This is an optimization exercise on Yosys and OpenROAD, whose aim is small area and a short achievable clock period, not a production implementation. Only simulation tests tie the RTL to the original design; equivalence was not proved. No activity file was given, so power comes from the tool's default toggle rates.

main:
## timing
module timing (
    input clk,
    input [7:0] a,
    input [7:0] b,
    output [31:0] c
  );
  wire [11:0] x, y;
  wire ta_000_;
  wire ta_001_;
  wire ta_002_;
  wire ta_003_;
  wire ta_004_;
  wire ta_005_;
  wire ta_006_;
  wire ta_007_;
  wire ta_008_;
  wire ta_009_;
  wire ta_010_;
  wire ta_011_;
  wire ta_012_;
  wire ta_013_;
  wire ta_014_;
  wire ta_015_;
  wire ta_016_;
  wire ta_017_;
  wire ta_018_;
  wire ta_019_;
  wire ta_020_;
  wire ta_021_;
  wire ta_022_;
  wire ta_023_;
  wire ta_024_;
  wire ta_025_;
  wire ta_026_;
  wire ta_027_;
  wire ta_028_;
  wire ta_029_;
  wire ta_030_;
  wire ta_031_;
  wire ta_032_;
  wire ta_033_;
  wire ta_034_;
  wire ta_035_;
  wire ta_036_;
  wire ta_037_;
  wire ta_038_;
  wire ta_039_;
  wire ta_040_;
  wire ta_041_;
  wire ta_042_;
  wire ta_043_;
  wire ta_044_;
  wire ta_045_;
  wire ta_046_;
  wire ta_047_;
  wire ta_048_;
  wire ta_049_;
  wire ta_050_;
  wire ta_051_;
  wire ta_052_;
  wire ta_053_;
  wire ta_054_;
  wire ta_055_;
  wire ta_056_;
  wire ta_057_;
  wire ta_058_;
  wire ta_059_;
  wire ta_060_;
  wire ta_061_;
  wire ta_062_;
  wire ta_063_;
  wire ta_064_;
  wire ta_065_;
  wire ta_066_;
  wire ta_067_;
  wire ta_068_;
  wire ta_069_;
  wire ta_070_;
  wire ta_071_;
  wire ta_072_;
  wire ta_073_;
  wire ta_074_;
  wire ta_075_;
  wire ta_076_;
  wire ta_077_;
  wire ta_078_;
  wire ta_079_;
  wire ta_080_;
  ...
Size: ~1,400 cells after synthesis, about 100 flip-flops, ~49 I/O pins, ~11,000 µm² of cells after synthesis.
Settings: LEC_CHECK=0, CAP_MARGIN=20, CORE_MARGIN=2, CORE_UTILIZATION=55, CTS_BUF_LIST=sky130_fd_sc_hd__clkbuf_4 sky130_fd_sc_hd__clkbuf_8, GPL_TIMING_DRIVEN=0, SETUP_SLACK_MARGIN=5, SLEW_MARGIN=20, SYNTH_HIERARCHICAL=1, TNS_END_PERCENT=0; clock period 8.5 ns.
standard.sh (not shown) runs the stock make flow with config.mk's settings and CLKGATE_MAP_FILE= SYNTH_SCRIPT=/design/flow/synth_recipe.tcl, a recipe that flattens the netlist after the stock synthesis.
==> flow/flow/run.sh <==
#!/bin/bash
# The standard layout (the standard.sh, unchanged), with the port buffers that
# ORFS's buffer_ports inserts made plain buf_2 cells instead of its default pick.
export BUFFER_PORTS_ARGS="-buffer_cell sky130_fd_sc_hd__buf_2"

bash standard.sh > standard.log 2>&1
main: flow completed, timing, DRC and antenna clean
What the feature branch does differently from main at the input level:
# main
export LEC_CHECK = 0
export CAP_MARGIN = 20
export CORE_MARGIN = 2
export CORE_UTILIZATION = 55
export CTS_BUF_LIST = sky130_fd_sc_hd__clkbuf_4 sky130_fd_sc_hd__clkbuf_8
export GPL_TIMING_DRIVEN = 0
export SETUP_SLACK_MARGIN = 5
export SLEW_MARGIN = 20
export SYNTH_HIERARCHICAL = 1
export TNS_END_PERCENT = 0
create_clock -name core_clock -period 8.5 [get_ports {clk}]
# the feature branch
export LEC_CHECK = 0
export CAP_MARGIN = 20
export CORE_MARGIN = 2
export CORE_UTILIZATION = 55
export CTS_BUF_LIST = sky130_fd_sc_hd__clkbuf_4 sky130_fd_sc_hd__clkbuf_8
export SETUP_SLACK_MARGIN = 5
export SLEW_MARGIN = 20
export SYNTH_HIERARCHICAL = 1
export TNS_END_PERCENT = 0
create_clock -name core_clock -period 8.5 [get_ports {clk}]
--- outcome ---
- The feature branch vs main: wire length of the first global-routing pass down by a little under 10%
- NOTE via count of the first global-routing pass main->the feature branch decreased by a few percent
- From main to the feature branch the numbers moved as follows: met1 usage in global routing went down, peak ir drop on the vdd network rose by about 14%.
- The core of the feature branch is less densely filled than that of main.
- Global-route usage in the feature branch is 4.2 points lower than in main
- Final standard cell area without fillers (lower): the feature branch
- Minimum setup slack after placement down 0.16 ns in the feature branch wrt main

[port drivers added, routing unchanged]
Ports are ideal in the flow. The routed layouts listed here were re-timed in OpenROAD. Step 1 (the two cells are an assumption about what drives the block):
set clk [get_ports {clk}]
set_driving_cell -lib_cell sky130_fd_sc_hd__clkbuf_16 $clk
set_driving_cell -lib_cell sky130_fd_sc_hd__buf_2 [delete_from_list [all_inputs] $clk]
Step 2 times the ports against the registers' clock, not the clock port: input delays grow and output delays shrink by t, the midpoint of the rising clock arrivals with the driver on. Three values: no drivers, after step 1, after step 2; two values: the first two.
run | shift t [ns] | setup slack, ns | hold slack, ns | worst register clock-pin slew, ns | worst slew at a driven data input, ns
main | 0.413 | 4.952 / 4.952 / 4.569 | 0.339 / 0.339 / 0.339 | 0.11 / 0.11 | 0.05
the feature branch | 0.404 | 4.946 / 4.956 / 4.552 | 0.340 / 0.340 / 0.340 | 0.11 / 0.11 | 0.04
After both steps setup and hold are still met in every run listed. The setup slack of the feature branch, which loses most, moves by +0.010 ns with the drivers and by -0.394 ns with both steps.
